Source: an optimization exercise on an open RTL-to-GDS flow (aim: small area and a short achievable clock period). Production flows keep margins and buffers that such runs may drop.
Only simulation tests tie the RTL to the original design; equivalence was not proved.
Power figures rest on the tool's default switching activity, not on a simulated workload.

==> build 31 <==
## top
module top (
    input             clk,
    input      [15:0] x,
    input      [15:0] y,
    output reg [31:0] Q_p
);
clock: 14.0 ns
lec_check: 0
cap_margin: 20
core_margin: 2
core_utilization: 40
slew_margin: 20
standard.sh (not shown) runs the stock make flow with config.mk's settings and CLKGATE_MAP_FILE= SYNTH_SCRIPT=/design/flow/synth_recipe.tcl, a recipe that flattens the netlist after the stock synthesis.
==> flow/flow/run.sh <==
#!/bin/bash
# Own layout flow: the standard ORFS flow with these changes:
#  - synthesis keeps the modules named in KEEP (flattened again at the end, as the standard flow's script
#    does) so that ABC maps each with a script of its own (ABC_PLAN: module:script pairs);
#  - ports get PORT_BUF buffers;
#  - timing repair aims SETUP_MARGIN ns below the clock period.
# Every tool's output goes to a log file in the work folder (and ORFS's own logs under orfs/logs).
set -euo pipefail
WORK=$(pwd)
FLOWDIR=$WORK/flow
source $FLOWDIR/settings.sh

cp config.mk my_config.mk
cat >> my_config.mk <<EOC
export SETUP_SLACK_MARGIN = ${SETUP_MARGIN}
export TNS_END_PERCENT = 100
export BUFFER_PORTS_ARGS = -buffer_cell ${PORT_BUF}
export SYNTH_KEEP_MODULES = ${KEEP:-}
EOC
[ -n "${EXTRA_MK:-}" ] && printf '%b\n' "$EXTRA_MK" >> my_config.mk
# area recovery after global routing (see post_grt.tcl)
if [ -f $FLOWDIR/post_grt.tcl ]; then
  echo "export POST_GLOBAL_ROUTE_TCL = $FLOWDIR/post_grt.tcl" >> my_config.mk
fi

# synthesis script: the standard flow's, with abc run once per module of ABC_PLAN, each with its own script
{
  echo "proc abc {args} {"
  echo "  set i [lsearch -exact \$args -script]"
  echo "  foreach {mod scr} {${ABC_PLAN}} {"
  echo "    set a \$args"
  echo "    lset a [expr {\$i + 1}] $FLOWDIR/\$scr"
  echo "    if {[string match roba_exp* \$mod]} { foreach c {${EXP_DU:-}} { lappend a -dont_use \$c } }"
  echo "    yosys abc {*}\$a \$mod"
  echo "  }"
  echo "}"
  cat synth_recipe.tcl
} > my_synth.tcl

make -C "$FLOW_HOME" DESIGN_CONFIG=$WORK/my_config.mk WORK_HOME=$WORK/orfs CLKGATE_MAP_FILE= \
  SYNTH_SCRIPT=$WORK/my_synth.tcl finish > $WORK/make_finish.log 2>&1

RES=$WORK/orfs/results/$FLOW_PLATFORM/top/base
: # left out here: write the final layout as DEF
==> flow/flow/dnsize.tcl <==
# Greedy area recovery: downsize combinational cells one drive step at a time while the worst
# setup slack stays at least what it was before.
proc roba_family_sizes { master_name } {
  if { ![regexp {^(.*_)([0-9]+)$} $master_name -> base sz] } { return {} }
  set sizes {}
  foreach lc [get_lib_cells ${base}*] {
    set n [get_name $lc]
    if { [regexp "^[string map {. \\.} $base](\[0-9\]+)\$" $n -> s] } { lappend sizes [list $s $n] }
  }
  return [lsort -integer -index 0 $sizes]
}
proc roba_dnsize { {tol 0.0} {est "-placement"} } {
  estimate_parasitics {*}$est
  set ws0 [sta::worst_slack_cmd max]
  set a0 [rsz::design_area]
  set cands {}
  foreach inst [get_cells *] {
    if { [catch { set lc [get_lib_cells -of_objects $inst] }] || $lc eq "" || $lc eq "NULL" } { continue }
    if { [catch { set mn [get_name $lc] }] } { continue }
    if { [string match "*__dl*" $mn] || [string match "*__sdf*" $mn] } { continue }
    if { [string match "*clkbuf*" $mn] || [string match "clkbuf*" [get_name $inst]] } { continue }
    if { [string match "*tap*" $mn] || [string match "*fill*" $mn] || [string match "*conb*" $mn] } { continue }
    if { ![regexp {_([0-9]+)$} $mn -> sz] } { continue }
    if { $sz <= 1 } { continue }
    # slack of the instance's output
    set s 1e9
    foreach pin [get_pins -of_objects $inst -filter "direction == output"] {
      if { [catch { set ps [get_property $pin slack_max] }] } { set ps "" }
      if { $ps ne "" && $ps < $s } { set s $ps }
    }
    lappend cands [list $s $inst]
  }
  set cands [lsort -real -decreasing -index 0 $cands]
  set n 0
  foreach c $cands {
    set inst [lindex $c 1]
    set done 0
    while { !$done } {
      set mn [get_name [get_lib_cells -of_objects $inst]]
      set sizes [roba_family_sizes $mn]
      regexp {_([0-9]+)$} $mn -> cur
      set smaller ""
      foreach e $sizes { if { [lindex $e 0] < $cur } { set smaller [lindex $e 1] } }
      if { $smaller eq "" } { break }
      if { [catch { replace_cell $inst $smaller }] } { break }
      estimate_parasitics {*}$est
      set ws [sta::worst_slack_cmd max]
      if { $ws < $ws0 - $tol } {
        replace_cell $inst $mn
        estimate_parasitics {*}$est
        set done 1
      } else {
        incr n
      }
    }
  }
  puts "roba_dnsize: $n downsizing steps, area [expr {$a0*1e12}] -> [expr {[rsz::design_area]*1e12}], worst slack [expr {$ws0*1e9}] -> [expr {[sta::worst_slack_cmd max]*1e9}]"
}

proc roba_dnsize_adp { period {est "-placement"} } {
  estimate_parasitics {*}$est
  set ws [expr {[sta::worst_slack_cmd max] * 1e9}]
  set a [expr {[rsz::design_area] * 1e12}]
  set a0 $a; set ws0 $ws
  set cands {}
  foreach inst [get_cells *] {
    if { [catch { set lc [get_lib_cells -of_objects $inst] }] || $lc eq "" || $lc eq "NULL" } { continue }
    if { [catch { set mn [get_name $lc] }] } { continue }
    if { [string match "*__dl*" $mn] || [string match "*__sdf*" $mn] } { continue }
    if { [string match "*clkbuf*" $mn] || [string match "clkbuf*" [get_name $inst]] } { continue }
    if { [string match "*tap*" $mn] || [string match "*fill*" $mn] || [string match "*conb*" $mn] } { continue }
    if { ![regexp {_([0-9]+)$} $mn -> sz] } { continue }
    if { $sz <= 1 } { continue }
    set s 1e9
    foreach pin [get_pins -of_objects $inst -filter "direction == output"] {
      if { [catch { set ps [get_property $pin slack_max] }] } { set ps "" }
      if { $ps ne "" && $ps < $s } { set s $ps }
    }
    lappend cands [list $s $inst]
  }
  set cands [lsort -real -decreasing -index 0 $cands]
  set n 0
  foreach c $cands {
    set inst [lindex $c 1]
    while { 1 } {
      set mn [get_name [get_lib_cells -of_objects $inst]]
      set sizes [roba_family_sizes $mn]
      regexp {_([0-9]+)$} $mn -> cur
      set smaller ""
      foreach e $sizes { if { [lindex $e 0] < $cur } { set smaller [lindex $e 1] } }
      if { $smaller eq "" } { break }
      if { [catch { replace_cell $inst $smaller }] } { break }
      estimate_parasitics {*}$est
      set ws1 [expr {[sta::worst_slack_cmd max] * 1e9}]
      set a1 [expr {[rsz::design_area] * 1e12}]
      if { $a1 * ($period - $ws1) > $a * ($period - $ws) } {
        replace_cell $inst $mn
        estimate_parasitics {*}$est
        break
      }
      set ws $ws1; set a $a1
      incr n
    }
  }
  puts "roba_dnsize_adp: $n steps, area $a0 -> $a, worst slack $ws0 -> $ws"
}
==> flow/flow/exp.abc <==
strash; dch -f; map -D 1100; topo; buffer -N 8; upsize -D 1100; dnsize -D 1100; stime -p
==> flow/flow/post_grt.tcl <==
# After global routing's timing repair: give back area by downsizing cells that do not set the
# worst slack, then legalize and re-route what moved (as global_route.tcl does after its repairs).
source [file join [file dirname [info script]] dnsize.tcl]
roba_dnsize_adp 14.0 -global_routing
log_cmd global_route -start_incremental
log_cmd detailed_placement
log_cmd global_route -end_incremental
log_cmd estimate_parasitics -global_routing
write_guides $::env(RESULTS_DIR)/route.guide
==> flow/flow/settings.sh <==
SETUP_MARGIN=9.4
PORT_BUF=sky130_fd_sc_hd__buf_1
KEEP="roba_expx roba_expy g_a21oi g_inv g_nand2 g_nor2 g_nor3 g_o21ai g_o22ai g_xnor2 g_xor2 "
ABC_PLAN="roba_expx exp.abc roba_expy exp.abc g_* gate.abc top amap.abc"
EXTRA_MK='export ADDER_MAP_FILE =
export CTS_BUF_LIST = sky130_fd_sc_hd__clkbuf_8
export CTS_CLUSTER_SIZE = 32
export CTS_CLUSTER_DIAMETER = 60
export SKIP_GATE_CLONING = 1
export REMOVE_ABC_BUFFERS = 1
export ROBA_DN_TOL = 0.0'
EXP_DU="sky130_fd_sc_hd__nor4_* sky130_fd_sc_hd__nor3_* sky130_fd_sc_hd__or4_* sky130_fd_sc_hd__or3_* sky130_fd_sc_hd__a211oi_* sky130_fd_sc_hd__a2111oi_* sky130_fd_sc_hd__o2111ai_* sky130_fd_sc_hd__a311oi_* sky130_fd_sc_hd__o311ai_* sky130_fd_sc_hd__a41oi_* sky130_fd_sc_hd__o41ai_* sky130_fd_sc_hd__nor4b_* sky130_fd_sc_hd__nor3b_* sky130_fd_sc_hd__or2_* sky130_fd_sc_hd__and4_* sky130_fd_sc_hd__a221oi_* sky130_fd_sc_hd__o221ai_*"
Other scripts of this flow, unchanged in this note and not shown: flow/flow/amap.abc, flow/flow/gate.abc
==> trial 76: changes against build 31 <==
--- a/flow/flow/run.sh
+++ b/flow/flow/run.sh
@@ -18,10 +18,6 @@
 export SYNTH_KEEP_MODULES = ${KEEP:-}
 EOC
 [ -n "${EXTRA_MK:-}" ] && printf '%b\n' "$EXTRA_MK" >> my_config.mk
-# area recovery after global routing (see post_grt.tcl)
-if [ -f $FLOWDIR/post_grt.tcl ]; then
-  echo "export POST_GLOBAL_ROUTE_TCL = $FLOWDIR/post_grt.tcl" >> my_config.mk
-fi
 
 # synthesis script: the standard flow's, with abc run once per module of ABC_PLAN, each with its own script
 {
==> flow/flow/exp.abc (replaced) <==
strash; dch -f; map -D 900; topo; buffer -N 8; upsize -D 900; dnsize -D 900; stime -p
--- a/flow/flow/settings.sh
+++ b/flow/flow/settings.sh
@@ -8,5 +8,5 @@
 export CTS_CLUSTER_DIAMETER = 60
 export SKIP_GATE_CLONING = 1
 export REMOVE_ABC_BUFFERS = 1
-export ROBA_DN_TOL = 0.0'
+export PLACE_DENSITY = 0.45'
 EXP_DU="sky130_fd_sc_hd__nor4_* sky130_fd_sc_hd__nor3_* sky130_fd_sc_hd__or4_* sky130_fd_sc_hd__or3_* sky130_fd_sc_hd__a211oi_* sky130_fd_sc_hd__a2111oi_* sky130_fd_sc_hd__o2111ai_* sky130_fd_sc_hd__a311oi_* sky130_fd_sc_hd__o311ai_* sky130_fd_sc_hd__a41oi_* sky130_fd_sc_hd__o41ai_* sky130_fd_sc_hd__nor4b_* sky130_fd_sc_hd__nor3b_* sky130_fd_sc_hd__or2_* sky130_fd_sc_hd__and4_* sky130_fd_sc_hd__a221oi_* sky130_fd_sc_hd__o221ai_*"
removed: flow/flow/dnsize.tcl
removed: flow/flow/post_grt.tcl
==> build 2: changes against build 31 <==
==> flow/flow/exp.abc (replaced) <==
strash; dch -f; map -D 900; topo; buffer -N 8; upsize -D 900; dnsize -D 900; stime -p
--- a/flow/flow/settings.sh
+++ b/flow/flow/settings.sh
@@ -1,4 +1,4 @@
-SETUP_MARGIN=9.4
+SETUP_MARGIN=9.3
 PORT_BUF=sky130_fd_sc_hd__buf_1
 KEEP="roba_expx roba_expy g_a21oi g_inv g_nand2 g_nor2 g_nor3 g_o21ai g_o22ai g_xnor2 g_xor2 "
 ABC_PLAN="roba_expx exp.abc roba_expy exp.abc g_* gate.abc top amap.abc"
==> build 40: changes against build 31 <==
--- a/flow/flow/run.sh
+++ b/flow/flow/run.sh
@@ -18,10 +18,6 @@
 export SYNTH_KEEP_MODULES = ${KEEP:-}
 EOC
 [ -n "${EXTRA_MK:-}" ] && printf '%b\n' "$EXTRA_MK" >> my_config.mk
-# area recovery after global routing (see post_grt.tcl)
-if [ -f $FLOWDIR/post_grt.tcl ]; then
-  echo "export POST_GLOBAL_ROUTE_TCL = $FLOWDIR/post_grt.tcl" >> my_config.mk
-fi
 
 # synthesis script: the standard flow's, with abc run once per module of ABC_PLAN, each with its own script
 {
@@ -30,7 +26,6 @@
   echo "  foreach {mod scr} {${ABC_PLAN}} {"
   echo "    set a \$args"
   echo "    lset a [expr {\$i + 1}] $FLOWDIR/\$scr"
-  echo "    if {[string match roba_exp* \$mod]} { foreach c {${EXP_DU:-}} { lappend a -dont_use \$c } }"
   echo "    yosys abc {*}\$a \$mod"
   echo "  }"
   echo "}"
==> flow/flow/exp.abc (replaced) <==
strash; dch -f; map -D 1200; topo; buffer -N 8; upsize -D 1200; dnsize -D 1200; stime -p
==> flow/flow/settings.sh (replaced) <==
SETUP_MARGIN=9.5
PORT_BUF=sky130_fd_sc_hd__buf_1
KEEP="roba_expx roba_expy g_a21oi g_inv g_nand2 g_nor2 g_nor3 g_o21ai g_o22ai g_xnor2 g_xor2 "
ABC_PLAN="roba_expx exp.abc roba_expy exp.abc g_* gate.abc top amap.abc"
EXTRA_MK='export ADDER_MAP_FILE =
export CTS_BUF_LIST = sky130_fd_sc_hd__clkbuf_8
export CTS_CLUSTER_SIZE = 32
export CTS_CLUSTER_DIAMETER = 60
export SKIP_GATE_CLONING = 1'
removed: flow/flow/dnsize.tcl
removed: flow/flow/post_grt.tcl
==> summary.txt <==
- The highest clock power belongs to trial 76, the lowest to build 2.
- Final cell count, lowest first: build 2, build 31, trial 76, build 40.
- Global-route usage: build 2 < build 31 < build 40 < trial 76.
- The lowest power belongs to build 2, the highest to build 40.
- Of build 2 and build 31, build 31 has the higher clock skew (gap 0.010 ns).
- In synthesized area, trial 76 and build 2 do not differ.
- In synthesized cell count, build 31 and build 40 do not differ.
- Final area, highest first: build 40, trial 76, build 31, build 2.
==> figures <==
quantity	build 2	build 31	build 40	trial 76
Aggregate routed wire length	14.2 mm	14.4 mm	15.5 mm	16.2 mm
Layout clock area frac	2.40%	2.67%	2.67%	4.14%
IR drop worst, VDD	51.8 uV	52.6 uV	59.2 uV	43.0 uV
Sequential cell fraction of total power	30.8%	30.0%	26.5%	26.7%
Launch point of the worst reg-to-reg path	ax_r[14]$_DFF_P_	ax_r[15]$_DFF_P_	ax_r[14]$_DFF_P_	ax_r[9]$_DFF_P_
Maximum fanout count along the critical path	17	17	16	26
Worst R2R Setup Slack	9.67 ns	9.81 ns	9.59 ns	9.71 ns
Outcome	complete, no violations	complete, no violations	complete, no violations	complete, no violations
Post-layout minimum cycle time	4.33 ns	4.19 ns	4.41 ns	4.29 ns
Non-clock buffer share	4.80%	5.07%	6.89%	5.53%
WL/cell	12.8 microns	13.0 microns	13.7 microns	14.5 microns
Post-route met1 wirelength	6.86 mm	6.86 mm	7.00 mm	7.27 mm
Compound-cell area share of the yosys netlist	27.6%	27.5%	25.9%	27.6%
Power density over the cells	133 nW/um^2	133 nW/um^2	133 nW/um^2	145 nW/um^2
Rel. slew slack	32.8%	32.2%	32.2%	29.9%
Proportion of layout cells with a drive suffix above 1	4.52%	7.63%	23.2%	10.0%
Nonclk buf count	73	76	99	80

-- static timing again, ports no longer ideal --
The results above use ideal ports. As a check the final layouts listed here were re-extracted and re-timed, cells and wires unchanged.
Step 1, drivers: a clkbuf_16 drives clk and a buf_2 each remaining input, both assumed.
Step 2, shift: input delay + t, output delay - t, t = (earliest + latest rising clock arrival at the registers) / 2. This alone moves slack from input paths to output paths.
a / b / c = ideal / step 1 / step 2; a / b = the first two.
run | t, ns | setup WS [ns] | hold WS [ns]
build 31 | 0.398 | 9.811 / 9.811 / 9.665 | 0.859 / 0.859 / 0.859
trial 76 | 0.407 | 9.706 / 9.706 / 9.639 | 0.865 / 0.865 / 0.865
build 2 | 0.390 | 9.666 / 9.666 / 9.666 | 0.841 / 0.841 / 0.841
build 40 | 0.400 | 9.586 / 9.586 / 9.586 | 0.849 / 0.849 / 0.849
After both steps setup and hold are still met in every run listed. For build 31, which loses most, drivers alone change the setup slack by 0.000 ns; drivers and shift together by -0.146 ns.
